What follows belongs to an exercise in optimizing a design on an open flow for small area, a short achievable clock period and few clock cycles per item; a production flow would make more cautious choices. Only simulation tests tie the RTL to the original design; equivalence was not proved.

==> run F <==
## bbs_generator
module bbs_generator(
    input  wire CLOCK_50,
    input  wire res,
    input  wire [63:0] seed,
    output wire [9:0] LEDR,
    output reg  valid,
    output wire [63:0] x_out,
    output wire [6:0] HEX0,
    output wire [6:0] HEX1,
    output wire [6:0] HEX2,
    output wire [6:0] HEX3,
    output wire [6:0] HEX4,
    output wire [6:0] HEX5
);
Settings: LEC_CHECK=0, CAP_MARGIN=20, CORE_MARGIN=2, CORE_UTILIZATION=60, SETUP_SLACK_MARGIN=2.5, SLEW_MARGIN=20, SYNTH_HIERARCHICAL=1, SYNTH_MINIMUM_KEEP_SIZE=0; clock period 12.0 ns.
run.sh (not shown) runs the stock make flow with config.mk's settings and CLKGATE_MAP_FILE= SYNTH_SCRIPT=/design/flow/synth_recipe.tcl, a recipe that flattens the netlist after the stock synthesis.
==> run E (differences from run F) <==
--- a/flow/design.v
+++ b/flow/design.v
@@ -2920,33 +2920,30 @@
     gc yt_G30_0_c (.gh(yt_G30_15p), .ph(yt_P30_15), .gl(yt_G14_0), .g(yt_G30_0));
     assign yt_G[30] = yt_G30_0;
     assign yt_P[30] = 1'b0;
     wire yt_co = yt_G[30];
     wire [30:0] yt_s = yt_p ^ {yt_G[29:0], 1'b0};
     wire [30:0] t = yt_s;
     wire h1 = yt_co ^ e;    
     wire h2 = yt_co & e;    
-    wire [6:0] w0 = {1'b0, t[5:0]};
-    wire [6:0] w1 = {1'b0, t[5:0]} + 7'd19;
-    wire [6:0] w2 = {1'b0, t[5:0]} + 7'd38;
-    wire [6:0] w3 = {1'b0, t[5:0]} + 7'd57;
-    wire c6 = h2 ? w2[6] : (h1 ? w1[6] : w0[6]);
-    wire [24:0] z = {yt_p[30:7] ^ yt_g[29:6], yt_p[6] ^ yt_G[5]};
+    wire [6:0] l0 = {1'b0, t[5:0]};
+    wire [6:0] l19 = {1'b0, t[5:0]} + 7'd19;
+    wire [6:0] l38 = {1'b0, t[5:0]} + 7'd38;
+    wire [6:0] l = h2 ? l38 : (h1 ? l19 : l0);
     wire [25:0] ones;
     assign ones[0] = 1'b1;
     genvar gi;
     generate for (gi = 1; gi < 26; gi = gi + 1) begin : op
-        assign ones[gi] = &z[gi-1:0];
+        assign ones[gi] = ones[gi-1] & t[gi+5];
     end endgenerate
-    wire ovf = c6 & ones[25];
-    wire [5:0] la = h2 ? w2[5:0] : (h1 ? w1[5:0] : w0[5:0]);
-    wire [5:0] lb = h2 ? w3[5:0] : (h1 ? w2[5:0] : w1[5:0]);
-    wire [24:0] hi = t[30:6] ^ ({25{c6}} & ones[24:0]);
-    assign r = ovf ? {25'd0, lb} : {hi, la};
+    wire [24:0] hi = t[30:6] ^ ({25{l[6]}} & ones[24:0]);
+    wire ovf = l[6] & ones[25];
+    wire [6:0] l2 = {1'b0, l[5:0]} + 7'd19;
+    assign r = ovf ? {24'd0, l2} : {hi, l[5:0]};
 endmodule
 module crt_s (
     input  wire [30:0] a,
     input  wire [30:0] b,
     input  wire        ge,
     output wire [30:0] s
 );
     wire [30:0] ad_a = b;
@@ -4492,23 +4489,17 @@
     gc ax_G35_0_c (.gh(ax_G35_32p), .ph(ax_P35_32), .gl(ax_G31_0), .g(ax_G35_0));
     assign ax_G[35] = ax_G35_0;
     assign ax_P[35] = 1'b0;
     wire ax_co = ax_G[35];
     wire [35:0] ax_s = ax_p ^ {ax_G[34:0], 1'b0};
     wire [35:0] L = ax_s;
     wire [4:0] m = 5'd19 - L[35:31];
     wire [5:0] lo = {1'b0, s[4:0]} - {1'b0, m};
-    wire [25:0] zeros;
-    assign zeros[0] = 1'b1;
-    genvar gi;
-    generate for (gi = 1; gi < 26; gi = gi + 1) begin : op
-        assign zeros[gi] = zeros[gi-1] & ~s[gi+4];
-    end endgenerate
-    wire [25:0] hi = s[30:5] ^ ({26{lo[5]}} & zeros);
+    wire [25:0] hi = s[30:5] - {25'd0, lo[5]};
     assign x = {hi, lo[4:0], L[30:0]};
 endmodule
 module decode_7seg(
     input [3:0] in,
     output reg [6:0] seg
 );
     always @(*) begin
         case (in)
==> flow/config.mk (replaced) <==
export PLATFORM = sky130hd
export DESIGN_NAME = bbs_generator
export DESIGN_NICKNAME = bbs_generator
export VERILOG_FILES = /design/flow/design.v
export SDC_FILE = /design/flow/constraint.sdc
export NUM_CORES = 4
export LEC_CHECK = 0
export CAP_MARGIN = 20
export CORE_MARGIN = 2
export CORE_UTILIZATION = 60
export SETUP_SLACK_MARGIN = 2
export SLEW_MARGIN = 20
export SYNTH_HIERARCHICAL = 1
export SYNTH_MINIMUM_KEEP_SIZE = 0
==> run B (differences from run F) <==
--- a/flow/design.v
+++ b/flow/design.v
@@ -2920,33 +2920,30 @@
     gc yt_G30_0_c (.gh(yt_G30_15p), .ph(yt_P30_15), .gl(yt_G14_0), .g(yt_G30_0));
     assign yt_G[30] = yt_G30_0;
     assign yt_P[30] = 1'b0;
     wire yt_co = yt_G[30];
     wire [30:0] yt_s = yt_p ^ {yt_G[29:0], 1'b0};
     wire [30:0] t = yt_s;
     wire h1 = yt_co ^ e;    
     wire h2 = yt_co & e;    
-    wire [6:0] w0 = {1'b0, t[5:0]};
-    wire [6:0] w1 = {1'b0, t[5:0]} + 7'd19;
-    wire [6:0] w2 = {1'b0, t[5:0]} + 7'd38;
-    wire [6:0] w3 = {1'b0, t[5:0]} + 7'd57;
-    wire c6 = h2 ? w2[6] : (h1 ? w1[6] : w0[6]);
-    wire [24:0] z = {yt_p[30:7] ^ yt_g[29:6], yt_p[6] ^ yt_G[5]};
+    wire [6:0] l0 = {1'b0, t[5:0]};
+    wire [6:0] l19 = {1'b0, t[5:0]} + 7'd19;
+    wire [6:0] l38 = {1'b0, t[5:0]} + 7'd38;
+    wire [6:0] l = h2 ? l38 : (h1 ? l19 : l0);
     wire [25:0] ones;
     assign ones[0] = 1'b1;
     genvar gi;
     generate for (gi = 1; gi < 26; gi = gi + 1) begin : op
-        assign ones[gi] = &z[gi-1:0];
+        assign ones[gi] = ones[gi-1] & t[gi+5];
     end endgenerate
-    wire ovf = c6 & ones[25];
-    wire [5:0] la = h2 ? w2[5:0] : (h1 ? w1[5:0] : w0[5:0]);
-    wire [5:0] lb = h2 ? w3[5:0] : (h1 ? w2[5:0] : w1[5:0]);
-    wire [24:0] hi = t[30:6] ^ ({25{c6}} & ones[24:0]);
-    assign r = ovf ? {25'd0, lb} : {hi, la};
+    wire [24:0] hi = t[30:6] ^ ({25{l[6]}} & ones[24:0]);
+    wire ovf = l[6] & ones[25];
+    wire [6:0] l2 = {1'b0, l[5:0]} + 7'd19;
+    assign r = ovf ? {24'd0, l2} : {hi, l[5:0]};
 endmodule
 module crt_s (
     input  wire [30:0] a,
     input  wire [30:0] b,
     input  wire        ge,
     output wire [30:0] s
 );
     wire [30:0] ad_a = b;
@@ -4492,23 +4489,17 @@
     gc ax_G35_0_c (.gh(ax_G35_32p), .ph(ax_P35_32), .gl(ax_G31_0), .g(ax_G35_0));
     assign ax_G[35] = ax_G35_0;
     assign ax_P[35] = 1'b0;
     wire ax_co = ax_G[35];
     wire [35:0] ax_s = ax_p ^ {ax_G[34:0], 1'b0};
     wire [35:0] L = ax_s;
     wire [4:0] m = 5'd19 - L[35:31];
     wire [5:0] lo = {1'b0, s[4:0]} - {1'b0, m};
-    wire [25:0] zeros;
-    assign zeros[0] = 1'b1;
-    genvar gi;
-    generate for (gi = 1; gi < 26; gi = gi + 1) begin : op
-        assign zeros[gi] = zeros[gi-1] & ~s[gi+4];
-    end endgenerate
-    wire [25:0] hi = s[30:5] ^ ({26{lo[5]}} & zeros);
+    wire [25:0] hi = s[30:5] - {25'd0, lo[5]};
     assign x = {hi, lo[4:0], L[30:0]};
 endmodule
 module decode_7seg(
     input [3:0] in,
     output reg [6:0] seg
 );
     always @(*) begin
         case (in)
==> flow/config.mk (replaced) <==
export PLATFORM = sky130hd
export DESIGN_NAME = bbs_generator
export DESIGN_NICKNAME = bbs_generator
export VERILOG_FILES = /design/flow/design.v
export SDC_FILE = /design/flow/constraint.sdc
export NUM_CORES = 4
export LEC_CHECK = 0
export CAP_MARGIN = 20
export CORE_MARGIN = 2
export CORE_UTILIZATION = 70
export SETUP_SLACK_MARGIN = 2.5
export SLEW_MARGIN = 20
export SYNTH_HIERARCHICAL = 1
export SYNTH_MINIMUM_KEEP_SIZE = 0
==> run C (differences from run F) <==
--- a/flow/design.v
+++ b/flow/design.v
@@ -2920,33 +2920,30 @@
     gc yt_G30_0_c (.gh(yt_G30_15p), .ph(yt_P30_15), .gl(yt_G14_0), .g(yt_G30_0));
     assign yt_G[30] = yt_G30_0;
     assign yt_P[30] = 1'b0;
     wire yt_co = yt_G[30];
     wire [30:0] yt_s = yt_p ^ {yt_G[29:0], 1'b0};
     wire [30:0] t = yt_s;
     wire h1 = yt_co ^ e;    
     wire h2 = yt_co & e;    
-    wire [6:0] w0 = {1'b0, t[5:0]};
-    wire [6:0] w1 = {1'b0, t[5:0]} + 7'd19;
-    wire [6:0] w2 = {1'b0, t[5:0]} + 7'd38;
-    wire [6:0] w3 = {1'b0, t[5:0]} + 7'd57;
-    wire c6 = h2 ? w2[6] : (h1 ? w1[6] : w0[6]);
-    wire [24:0] z = {yt_p[30:7] ^ yt_g[29:6], yt_p[6] ^ yt_G[5]};
+    wire [6:0] l0 = {1'b0, t[5:0]};
+    wire [6:0] l19 = {1'b0, t[5:0]} + 7'd19;
+    wire [6:0] l38 = {1'b0, t[5:0]} + 7'd38;
+    wire [6:0] l = h2 ? l38 : (h1 ? l19 : l0);
     wire [25:0] ones;
     assign ones[0] = 1'b1;
     genvar gi;
     generate for (gi = 1; gi < 26; gi = gi + 1) begin : op
-        assign ones[gi] = &z[gi-1:0];
+        assign ones[gi] = ones[gi-1] & t[gi+5];
     end endgenerate
-    wire ovf = c6 & ones[25];
-    wire [5:0] la = h2 ? w2[5:0] : (h1 ? w1[5:0] : w0[5:0]);
-    wire [5:0] lb = h2 ? w3[5:0] : (h1 ? w2[5:0] : w1[5:0]);
-    wire [24:0] hi = t[30:6] ^ ({25{c6}} & ones[24:0]);
-    assign r = ovf ? {25'd0, lb} : {hi, la};
+    wire [24:0] hi = t[30:6] ^ ({25{l[6]}} & ones[24:0]);
+    wire ovf = l[6] & ones[25];
+    wire [6:0] l2 = {1'b0, l[5:0]} + 7'd19;
+    assign r = ovf ? {24'd0, l2} : {hi, l[5:0]};
 endmodule
 module crt_s (
     input  wire [30:0] a,
     input  wire [30:0] b,
     input  wire        ge,
     output wire [30:0] s
 );
     wire [30:0] ad_a = b;
@@ -4492,23 +4489,17 @@
     gc ax_G35_0_c (.gh(ax_G35_32p), .ph(ax_P35_32), .gl(ax_G31_0), .g(ax_G35_0));
     assign ax_G[35] = ax_G35_0;
     assign ax_P[35] = 1'b0;
     wire ax_co = ax_G[35];
     wire [35:0] ax_s = ax_p ^ {ax_G[34:0], 1'b0};
     wire [35:0] L = ax_s;
     wire [4:0] m = 5'd19 - L[35:31];
     wire [5:0] lo = {1'b0, s[4:0]} - {1'b0, m};
-    wire [25:0] zeros;
-    assign zeros[0] = 1'b1;
-    genvar gi;
-    generate for (gi = 1; gi < 26; gi = gi + 1) begin : op
-        assign zeros[gi] = zeros[gi-1] & ~s[gi+4];
-    end endgenerate
-    wire [25:0] hi = s[30:5] ^ ({26{lo[5]}} & zeros);
+    wire [25:0] hi = s[30:5] - {25'd0, lo[5]};
     assign x = {hi, lo[4:0], L[30:0]};
 endmodule
 module decode_7seg(
     input [3:0] in,
     output reg [6:0] seg
 );
     always @(*) begin
         case (in)
==> flow/config.mk (replaced) <==
export PLATFORM = sky130hd
export DESIGN_NAME = bbs_generator
export DESIGN_NICKNAME = bbs_generator
export VERILOG_FILES = /design/flow/design.v
export SDC_FILE = /design/flow/constraint.sdc
export NUM_CORES = 4
export LEC_CHECK = 0
export CAP_MARGIN = 20
export CORE_MARGIN = 2
export CORE_UTILIZATION = 60
export SETUP_SLACK_MARGIN = 1.5
export SLEW_MARGIN = 20
export SYNTH_HIERARCHICAL = 1
export SYNTH_MINIMUM_KEEP_SIZE = 0
==> impl_metrics.tcl <==
set metrics [dict create \
    status "timing/DRC/antenna clean" \
    slew_headroom_pct 30.17 \
    r2r_cells 26 \
    final_area_sq_mm 0.05952 \
    drive_above_1_share_pct 8.302 \
    areaGrowthSynthToFinish_pct 8.704 \
]
the above is filed under run B

==> impl_metrics.tcl <==
set metrics [dict create \
    status "timing/DRC/antenna clean" \
    top_usage_layer "met2" \
    slew_headroom_pct 27.78 \
    final_core_util_pct 64.61 \
    r2r_cells 26 \
]
the above is filed under run C

==> impl_metrics.tcl <==
set metrics [dict create \
    final_area_sq_mm 0.05856 \
    status "timing/DRC/antenna clean" \
    slew_headroom_pct 28.39 \
    drive_above_1_share_pct 6.263 \
    areaGrowthSynthToFinish_pct 6.953 \
    hold_path.class "flip-flop to flip-flop" \
]
the above is filed under run E

==> impl_metrics.tcl <==
set metrics [dict create \
    status "timing/DRC/antenna clean" \
    final_area_sq_mm 0.05968 \
    r2r_cells 27 \
]
the above is filed under run F

Testbench counts of run F, summed over its fixed seeds: cycles 216, numbers 192.
Testbench counts of run E, summed over its fixed seeds: cycles 216, numbers 192.
Testbench counts of run B, summed over its fixed seeds: cycles 216, numbers 192.
Testbench counts of run C, summed over its fixed seeds: cycles 216, numbers 192.

-- re-timing with driven ports --
The results above use ideal ports. As a check the final layouts listed here were re-extracted and re-timed, cells and wires unchanged. Step 1: set_driving_cell puts a clkbuf_16 on CLOCK_50 and a buf_2 on each other input, an assumption about the parent block. Step 2 moves the port delays by t, midway between the first and last clock arrival at a register: inputs arrive t later, outputs are due t later. That takes back most of the time a late clock gives input paths. a / b / c = no drivers / after step 1 / after step 2; a / b = the first two.
| run | t, ns | slack for setup (ns) | hold WS [ns] | worst slew at a driven data input, ns | pins driven straight from the clock port |
|---|---|---|---|---|---|
| run F | 0.556 | 2.747 / 2.747 / 2.469 | 0.478 / 0.478 / 0.478 | 0.05 | 1 |
| run E | 0.590 | 2.317 / 2.268 / 2.317 | 0.481 / 0.481 / 0.481 | 0.05 | 1 |
| run B | 0.562 | 2.591 / 2.548 / 2.591 | 0.505 / 0.505 / 0.505 | 0.05 | 1 |
| run C | 0.589 | 1.943 / 1.939 / 1.943 | 0.481 / 0.481 / 0.481 | 0.05 | 1 |
After both steps every run listed still meets setup and hold. For run F, which loses most, drivers alone change the setup slack by 0.000 ns; drivers and shift together by -0.278 ns.
